Context: an optimization exercise on an open-source flow, tuned for small area and a short achievable clock period. The choices shown serve that exercise and are no tape-out recipe. Only simulation tests tie the RTL to the original design; equivalence was not proved. Power figures rest on the tool's default switching activity, not on a simulated workload.

==> build 77 <==
## PE_array
module PE_array #(
    parameter DATA_WIDTH    = 16 ,
    parameter SYSTOLIC_SIZE = 4
) (
    input                                       clk          ,
    input                                       rst_n        ,
    input                                       reset_pe     ,
    input                                       write_out_en ,
    input  [SYSTOLIC_SIZE * DATA_WIDTH - 1 : 0] wgt_in       ,
    input  [SYSTOLIC_SIZE * DATA_WIDTH - 1 : 0] ifm_in       ,
    output [SYSTOLIC_SIZE * DATA_WIDTH - 1 : 0] ofm_out
);
make LEC_CHECK=0 CAP_MARGIN=20 CORE_MARGIN=2 CORE_UTILIZATION=40 PLACE_DENSITY=0.6 SETUP_SLACK_MARGIN=2.2 SLEW_MARGIN=20 SYNTH_HIERARCHICAL=1 SYNTH_MINIMUM_KEEP_SIZE=0 finish   # period 6.5 ns
run.sh (not shown) runs the stock make flow with config.mk's settings and CLKGATE_MAP_FILE= SYNTH_SCRIPT=/design/flow/synth_recipe.tcl, a recipe that flattens the netlist after the stock synthesis.
==> build 53 (differences from build 77) <==
Settings changed: SETUP_SLACK_MARGIN 2.2 to 2.6.
==> build 46 (differences from build 77) <==
Settings changed: SETUP_SLACK_MARGIN 2.2 to 3.0.
==> run summary <==
RSZ-0062 raised after global routing: build 53 true; build 77 false; build 46 true
Routed wire per std cell: build 53 23.1 um; build 77 22.9 um; build 46 23.7 um
Metal3 WL: build 53 11.5 mm; build 77 12.1 mm; build 46 12.5 mm
Non-CTS buffers: build 53 441; build 77 235; build 46 823
Result of the run: build 53 timing/DRC/antenna clean; build 77 timing/DRC/antenna clean; build 46 timing/DRC/antenna clean
Worst Tran Pin Value: build 53 947 ps; build 77 995 ps; build 46 976 ps
Instance area after placement: build 53 96800 um2; build 77 96100 um2; build 46 97300 um2
Maximum VDD drop: build 53 0.370 mV; build 77 0.328 mV; build 46 0.329 mV
Post-route fraction of the period consumed by the critical path: build 53 60.5%; build 77 66.0%; build 46 60.4%
Count of TritonRoute iterations in the first routing pass: build 53 7; build 77 5; build 46 5
Iter 0 DRT Violations: build 53 2899; build 77 2835; build 46 3017
Net count, final: build 53 9665; build 77 9459; build 46 10000
Internal power: build 53 26.7 mW; build 77 25.0 mW; build 46 30.6 mW
Total of cells resized after clock tree synthesis: build 53 998; build 77 151; build 46 1847
Worst-path fanout max: build 53 17; build 77 10; build 46 5
Maximum achievable frequency: build 53 254 MHz; build 77 233 MHz; build 46 255 MHz
Initial antenna violation count: build 53 21; build 77 22; build 46 20
Total Routing Usage GR: build 53 21.9%; build 77 21.4%; build 46 23.0%
Placed Cells incl. Taps: build 53 10100; build 77 10100; build 46 10100
Last element of the critical path: build 53 pe_0_0.accc[9]; build 77 pe_1_0.accc[14]; build 46 pe_0_3.accc[9]
Routed wire length: build 53 245 mm; build 77 237 mm; build 46 260 mm
Combinational gate power: build 53 28.2 mW; build 77 25.5 mW; build 46 33.4 mW
Worst Path Arrival: build 53 4530 ps; build 77 4900 ps; build 46 4550 ps
Source-to-sink clock delay at the later pin of the worst-skew pair: build 53 760 ps; build 77 770 ps; build 46 780 ps
GR met2 Demand/Resource: build 53 36.8%; build 77 35.7%; build 46 38.7%
Critical path buffer and inverter count: build 53 1; build 77 1; build 46 2
Sequential fraction of design power: build 53 21.4%; build 77 22.9%; build 46 19.1%

========
==> 04-23 <==
Another version of the RTL of PE_array (not shown whole).
clock: 6.5 ns
lec_check: 0
cap_margin: 20
core_margin: 2
core_utilization: 40
place_density: 0.6
setup_slack_margin: 2.9
slew_margin: 20
synth_hierarchical: 1
synth_minimum_keep_size: 0
==> 04-08: changes against 04-23 <==
--- a/flow/design.v
+++ b/flow/design.v
@@ -53,11 +53,11 @@
 	wire n22, n23;
 	FA u_n22 (.a(pp2[2]), .b(pp3[1]), .c(pp4[0]), .s(n22), .co(n23));
 	wire n24, n25;
 	FA u_n24 (.a(n13), .b(n20), .c(n22), .s(n24), .co(n25));
 	wire n26, n27;
-	FAX u_n26 (.a(n15), .b(n24), .c(n17), .s(n26), .co(n27));
+	FA u_n26 (.a(n15), .b(n24), .c(n17), .s(n26), .co(n27));
 	wire n28, n29;
 	HA u_n28 (.a(n19), .b(n26), .s(n28), .co(n29));
 	wire n30, n31;
 	FA u_n30 (.a(accs[5]), .b(pp0[5]), .c(pp1[4]), .s(n30), .co(n31));
 	wire n32, n33;
@@ -65,11 +65,11 @@
 	wire n34, n35;
 	FA u_n34 (.a(pp5[0]), .b(n21), .c(n23), .s(n34), .co(n35));
 	wire n36, n37;
 	FA u_n36 (.a(n30), .b(n32), .c(n25), .s(n36), .co(n37));
 	wire n38, n39;
-	FAX u_n38 (.a(n34), .b(n36), .c(n27), .s(n38), .co(n39));
+	FA u_n38 (.a(n34), .b(n36), .c(n27), .s(n38), .co(n39));
 	wire n40, n41;
 	FA u_n40 (.a(accs[6]), .b(pp0[6]), .c(pp1[5]), .s(n40), .co(n41));
 	wire n42, n43;
 	FA u_n42 (.a(pp2[4]), .b(pp3[3]), .c(pp4[2]), .s(n42), .co(n43));
 	wire n44, n45;
@@ -89,11 +89,11 @@
 	wire n58, n59;
 	FA u_n58 (.a(n41), .b(n43), .c(n52), .s(n58), .co(n59));
 	wire n60, n61;
 	FA u_n60 (.a(n54), .b(n56), .c(n45), .s(n60), .co(n61));
 	wire n62, n63;
-	FAX u_n62 (.a(n47), .b(n58), .c(n60), .s(n62), .co(n63));
+	FA u_n62 (.a(n47), .b(n58), .c(n60), .s(n62), .co(n63));
 	wire n64, n65;
 	HA u_n64 (.a(n49), .b(n51), .s(n64), .co(n65));
 	wire n66, n67;
 	FA u_n66 (.a(accs[8]), .b(pp0[8]), .c(pp1[7]), .s(n66), .co(n67));
 	wire n68, n69;
@@ -105,13 +105,13 @@
 	wire n74, n75;
 	FA u_n74 (.a(n57), .b(n66), .c(n68), .s(n74), .co(n75));
 	wire n76, n77;
 	FA u_n76 (.a(n70), .b(n59), .c(n72), .s(n76), .co(n77));
 	wire n78, n79;
-	FAX u_n78 (.a(n74), .b(n61), .c(n76), .s(n78), .co(n79));
+	FA u_n78 (.a(n74), .b(n61), .c(n76), .s(n78), .co(n79));
 	wire n80, n81;
-	HA u_n80 (.a(n78), .b(n63), .s(n80), .co(n81));
+	HA u_n80 (.a(n63), .b(n78), .s(n80), .co(n81));
 	wire n82, n83;
 	FA u_n82 (.a(accc[9]), .b(accs[9]), .c(pp0[9]), .s(n82), .co(n83));
 	wire n84, n85;
 	FA u_n84 (.a(pp1[8]), .b(pp2[7]), .c(pp3[6]), .s(n84), .co(n85));
 	wire n86, n87;
@@ -123,13 +123,13 @@
 	wire n92, n93;
 	FA u_n92 (.a(n82), .b(n84), .c(n86), .s(n92), .co(n93));
 	wire n94, n95;
 	FA u_n94 (.a(n88), .b(n73), .c(n75), .s(n94), .co(n95));
 	wire n96, n97;
-	FAX u_n96 (.a(n90), .b(n92), .c(n77), .s(n96), .co(n97));
+	FA u_n96 (.a(n90), .b(n92), .c(n77), .s(n96), .co(n97));
 	wire n98, n99;
-	FAX u_n98 (.a(n94), .b(n96), .c(n79), .s(n98), .co(n99));
+	FA u_n98 (.a(n94), .b(n79), .c(n96), .s(n98), .co(n99));
 	wire n100, n101;
 	HA u_n100 (.a(n81), .b(n98), .s(n100), .co(n101));
 	wire n102, n103;
 	FA u_n102 (.a(accc[10]), .b(accs[10]), .c(pp0[10]), .s(n102), .co(n103));
 	wire n104, n105;
@@ -145,15 +145,15 @@
 	wire n114, n115;
 	FA u_n114 (.a(n104), .b(n106), .c(n108), .s(n114), .co(n115));
 	wire n116, n117;
 	FA u_n116 (.a(n91), .b(n110), .c(n93), .s(n116), .co(n117));
 	wire n118, n119;
-	FAX u_n118 (.a(n112), .b(n114), .c(n95), .s(n118), .co(n119));
+	FA u_n118 (.a(n112), .b(n114), .c(n95), .s(n118), .co(n119));
 	wire n120, n121;
-	FAX u_n120 (.a(n116), .b(n118), .c(n97), .s(n120), .co(n121));
+	FA u_n120 (.a(n116), .b(n97), .c(n118), .s(n120), .co(n121));
 	wire n122, n123;
-	HA u_n122 (.a(n120), .b(n99), .s(n122), .co(n123));
+	HA u_n122 (.a(n99), .b(n120), .s(n122), .co(n123));
 	wire n124, n125;
 	FA u_n124 (.a(accc[11]), .b(accs[11]), .c(pp0[11]), .s(n124), .co(n125));
 	wire n126, n127;
 	FA u_n126 (.a(pp10[1]), .b(pp11[0]), .c(pp1[10]), .s(n126), .co(n127));
 	wire n128, n129;
@@ -169,15 +169,15 @@
 	wire n138, n139;
 	FA u_n138 (.a(n130), .b(n111), .c(n113), .s(n138), .co(n139));
 	wire n140, n141;
 	FA u_n140 (.a(n115), .b(n132), .c(n134), .s(n140), .co(n141));
 	wire n142, n143;
-	FAX u_n142 (.a(n136), .b(n117), .c(n138), .s(n142), .co(n143));
+	FA u_n142 (.a(n136), .b(n117), .c(n138), .s(n142), .co(n143));
 	wire n144, n145;
-	FAX u_n144 (.a(n140), .b(n142), .c(n119), .s(n144), .co(n145));
+	FA u_n144 (.a(n140), .b(n119), .c(n142), .s(n144), .co(n145));
 	wire n146, n147;
-	HA u_n146 (.a(n144), .b(n121), .s(n146), .co(n147));
+	HA u_n146 (.a(n121), .b(n144), .s(n146), .co(n147));
 	wire n148, n149;
 	FA u_n148 (.a(accc[12]), .b(accs[12]), .c(pp0[12]), .s(n148), .co(n149));
 	wire n150, n151;
 	FA u_n150 (.a(pp10[2]), .b(pp11[1]), .c(pp12[0]), .s(n150), .co(n151));
 	wire n152, n153;
@@ -195,15 +195,15 @@
 	wire n164, n165;
 	FA u_n164 (.a(n133), .b(n135), .c(n137), .s(n164), .co(n165));
 	wire n166, n167;
 	FA u_n166 (.a(n158), .b(n160), .c(n162), .s(n166), .co(n167));
 	wire n168, n169;
-	FAX u_n168 (.a(n139), .b(n141), .c(n164), .s(n168), .co(n169));
+	FA u_n168 (.a(n139), .b(n141), .c(n164), .s(n168), .co(n169));
 	wire n170, n171;
-	FAX u_n170 (.a(n166), .b(n168), .c(n143), .s(n170), .co(n171));
+	FA u_n170 (.a(n166), .b(n143), .c(n168), .s(n170), .co(n171));
 	wire n172, n173;
-	HA u_n172 (.a(n170), .b(n145), .s(n172), .co(n173));
+	HA u_n172 (.a(n145), .b(n170), .s(n172), .co(n173));
 	wire n174, n175;
 	FA u_n174 (.a(accc[13]), .b(accs[13]), .c(pp0[13]), .s(n174), .co(n175));
 	wire n176, n177;
 	FA u_n176 (.a(pp10[3]), .b(pp11[2]), .c(pp12[1]), .s(n176), .co(n177));
 	wire n178, n179;
@@ -221,17 +221,17 @@
 	wire n190, n191;
 	FA u_n190 (.a(n180), .b(n182), .c(n159), .s(n190), .co(n191));
 	wire n192, n193;
 	FA u_n192 (.a(n161), .b(n163), .c(n184), .s(n192), .co(n193));
 	wire n194, n195;
-	FAX u_n194 (.a(n186), .b(n188), .c(n165), .s(n194), .co(n195));
+	FA u_n194 (.a(n186), .b(n188), .c(n165), .s(n194), .co(n195));
 	wire n196, n197;
-	FAX u_n196 (.a(n190), .b(n167), .c(n192), .s(n196), .co(n197));
+	FA u_n196 (.a(n190), .b(n167), .c(n192), .s(n196), .co(n197));
 	wire n198, n199;
-	FAX u_n198 (.a(n194), .b(n196), .c(n169), .s(n198), .co(n199));
+	FA u_n198 (.a(n169), .b(n194), .c(n196), .s(n198), .co(n199));
 	wire n200, n201;
-	HA u_n200 (.a(n198), .b(n171), .s(n200), .co(n201));
+	HA u_n200 (.a(n171), .b(n198), .s(n200), .co(n201));
 	wire n202, n203;
 	FA u_n202 (.a(accc[14]), .b(accs[14]), .c(pp0[14]), .s(n202), .co(n203));
 	wire n204, n205;
 	FA u_n204 (.a(pp10[4]), .b(pp11[3]), .c(pp12[2]), .s(n204), .co(n205));
 	wire n206, n207;
@@ -251,17 +251,17 @@
 	wire n220, n221;
 	FA u_n220 (.a(n185), .b(n187), .c(n189), .s(n220), .co(n221));
 	wire n222, n223;
 	FA u_n222 (.a(n212), .b(n214), .c(n216), .s(n222), .co(n223));
 	wire n224, n225;
-	FAX u_n224 (.a(n218), .b(n191), .c(n193), .s(n224), .co(n225));
+	FA u_n224 (.a(n218), .b(n191), .c(n193), .s(n224), .co(n225));
 	wire n226, n227;
-	FAX u_n226 (.a(n220), .b(n222), .c(n224), .s(n226), .co(n227));
+	FA u_n226 (.a(n220), .b(n222), .c(n195), .s(n226), .co(n227));
 	wire n228, n229;
-	FAX u_n228 (.a(n195), .b(n197), .c(n226), .s(n228), .co(n229));
+	FA u_n228 (.a(n197), .b(n224), .c(n226), .s(n228), .co(n229));
 	wire n230, n231;
-	HA u_n230 (.a(n199), .b(n228), .s(n230), .co(n231));
+	HA u_n230 (.a(n199), .b(n201), .s(n230), .co(n231));
 	wire n232;
 	X2 u_n232 (.a(accc[15]), .b(accs[15]), .y(n232));
 	wire n233;
 	X2 u_n233 (.a(n232), .b(pp0[15]), .y(n233));
 	wire n234;
@@ -320,12 +320,12 @@
 	X2 u_n260 (.a(n225), .b(n259), .y(n260));
 	wire n261;
 	X2 u_n261 (.a(n260), .b(n227), .y(n261));
 	wire n262;
 	X2 u_n262 (.a(n261), .b(n229), .y(n262));
-	wire [15:0] ra = {n231, n201, n173, n147, n146, n101, n100, n65, n62, n50, n29, n28, n18, n10, n4, n0};
-	wire [15:0] rb = {n262, n230, n200, n172, n123, n122, 1'b0, n80, n64, n39, n38, 1'b0, 1'b0, 1'b0, 1'b0, 1'b0};
+	wire [15:0] ra = {n231, n228, n173, n147, n123, n101, n100, n65, n62, n50, n29, n28, n18, n10, n4, n0};
+	wire [15:0] rb = {n262, n230, n200, n172, n146, n122, 1'b0, n80, n64, n39, n38, 1'b0, 1'b0, 1'b0, 1'b0, 1'b0};
 	wire [4:0] blk = ra[8:5] + rb[8:5];
 	wire [15:0] nxs = {ra[15:9], blk[3:0], ra[4:0]};
 	wire [15:9] nxc = {rb[15:10], blk[4]};
 	wire [15:0] acc = {accs[15:9] + accc[15:9], accs[8:0]} ;
 	always @(posedge clk or negedge rst_n) begin
@@ -350,19 +350,10 @@
 	assign co = (a & b) | (a & c) | (b & c) ;
 endmodule
 module BS (input a1, input a0, input one, input two, input neg, output y);
 	assign y = ((one & a1) | (two & a0)) ^ neg ;
 endmodule
-module FAX (input a, input b, input c, output s, output co);
-	wire ab ;
-	X2 u_x0 (.a(a), .b(b), .y(ab));
-	X2 u_x1 (.a(ab), .b(c), .y(s));
-	MJ u_mj (.a(a), .b(b), .c(c), .y(co));
-endmodule
-module MJ (input a, input b, input c, output y);
-	assign y = (a & b) | (a & c) | (b & c) ;
-endmodule
 module X2 (input a, input b, output y);
 	assign y = a ^ b ;
 endmodule
 module XN2 (input a, input b, output y);
 	assign y = ~(a ^ b) ;
Settings changed: CORE_UTILIZATION 40 to 50, PLACE_DENSITY 0.6 to 0.75, SETUP_SLACK_MARGIN 2.9 to 2.6.
==> results.tsv <==
stage	metric	value	unit
status	status	timing/DRC/antenna clean	
floorplan	die-area	183800	sq um
final_layout	fin_util	0.5775	
final_layout	fin_area	103300	sq um
detailed_routing	route.met2.wl	119.8	mm
global_route	grt_first_pass_wirelength	375.8	mm
The numbers above come from 04-08.

==> results.tsv <==
stage	metric	value	unit
status	status	timing/DRC/antenna clean	
setup_path	endpoint	pe_3_0.accc[13]$_DFF_PN0_	
clock_tree	htreeDepth	3	
worst_hold_path	holdPathStages	0	
floorplan	die-area	235700	sq um
global_route	grt_usage	0.2154	
detailed_routing	route.met2.wl	126.2	mm
global_route	grt_first_pass_wirelength	390.9	mm
The numbers above come from 04-23.

-- static timing again, ports no longer ideal --
The results above use ideal ports. As a check the final layouts listed here were re-extracted and re-timed, cells and wires unchanged.
Step 1 sets driving cells, clkbuf_16 on the clock port and buf_2 on the other inputs (assumed; they add their load-dependent delay and slew).
Step 2 times the ports against the registers' clock, not the clock port: input delays grow and output delays shrink by t, the midpoint of the rising clock arrivals with the driver on.
Three values: ideal ports, drivers, drivers and shift; two values: the first two.
run | t (ns) | slack for setup (ns) | hold slack, ns | worst register clock-pin slew, ns | pins driven straight from the clock port
build 77 | 0.827 | 2.208 / 2.223 / 1.396 | 0.394 / 0.394 / 0.394 | 0.08 / 0.08 | 1
build 53 | 0.826 | 2.571 / 2.522 / 1.696 | 0.382 / 0.382 / 0.382 | 0.07 / 0.07 | 1
build 46 | 0.840 | 2.577 / 2.596 / 1.756 | 0.342 / 0.342 / 0.342 | 0.07 / 0.07 | 1
04-23 | 0.851 | 2.821 / 2.850 / 2.000 | 0.393 / 0.393 / 0.393 | 0.07 / 0.07 | 1
04-08 | 0.833 | 2.519 / 2.505 / 1.673 | 0.390 / 0.390 / 0.390 | 0.07 / 0.07 | 1
After both steps setup and hold are still met in every run listed. The setup slack of build 53, which loses most, moves by -0.049 ns with the drivers and by -0.875 ns with both steps.
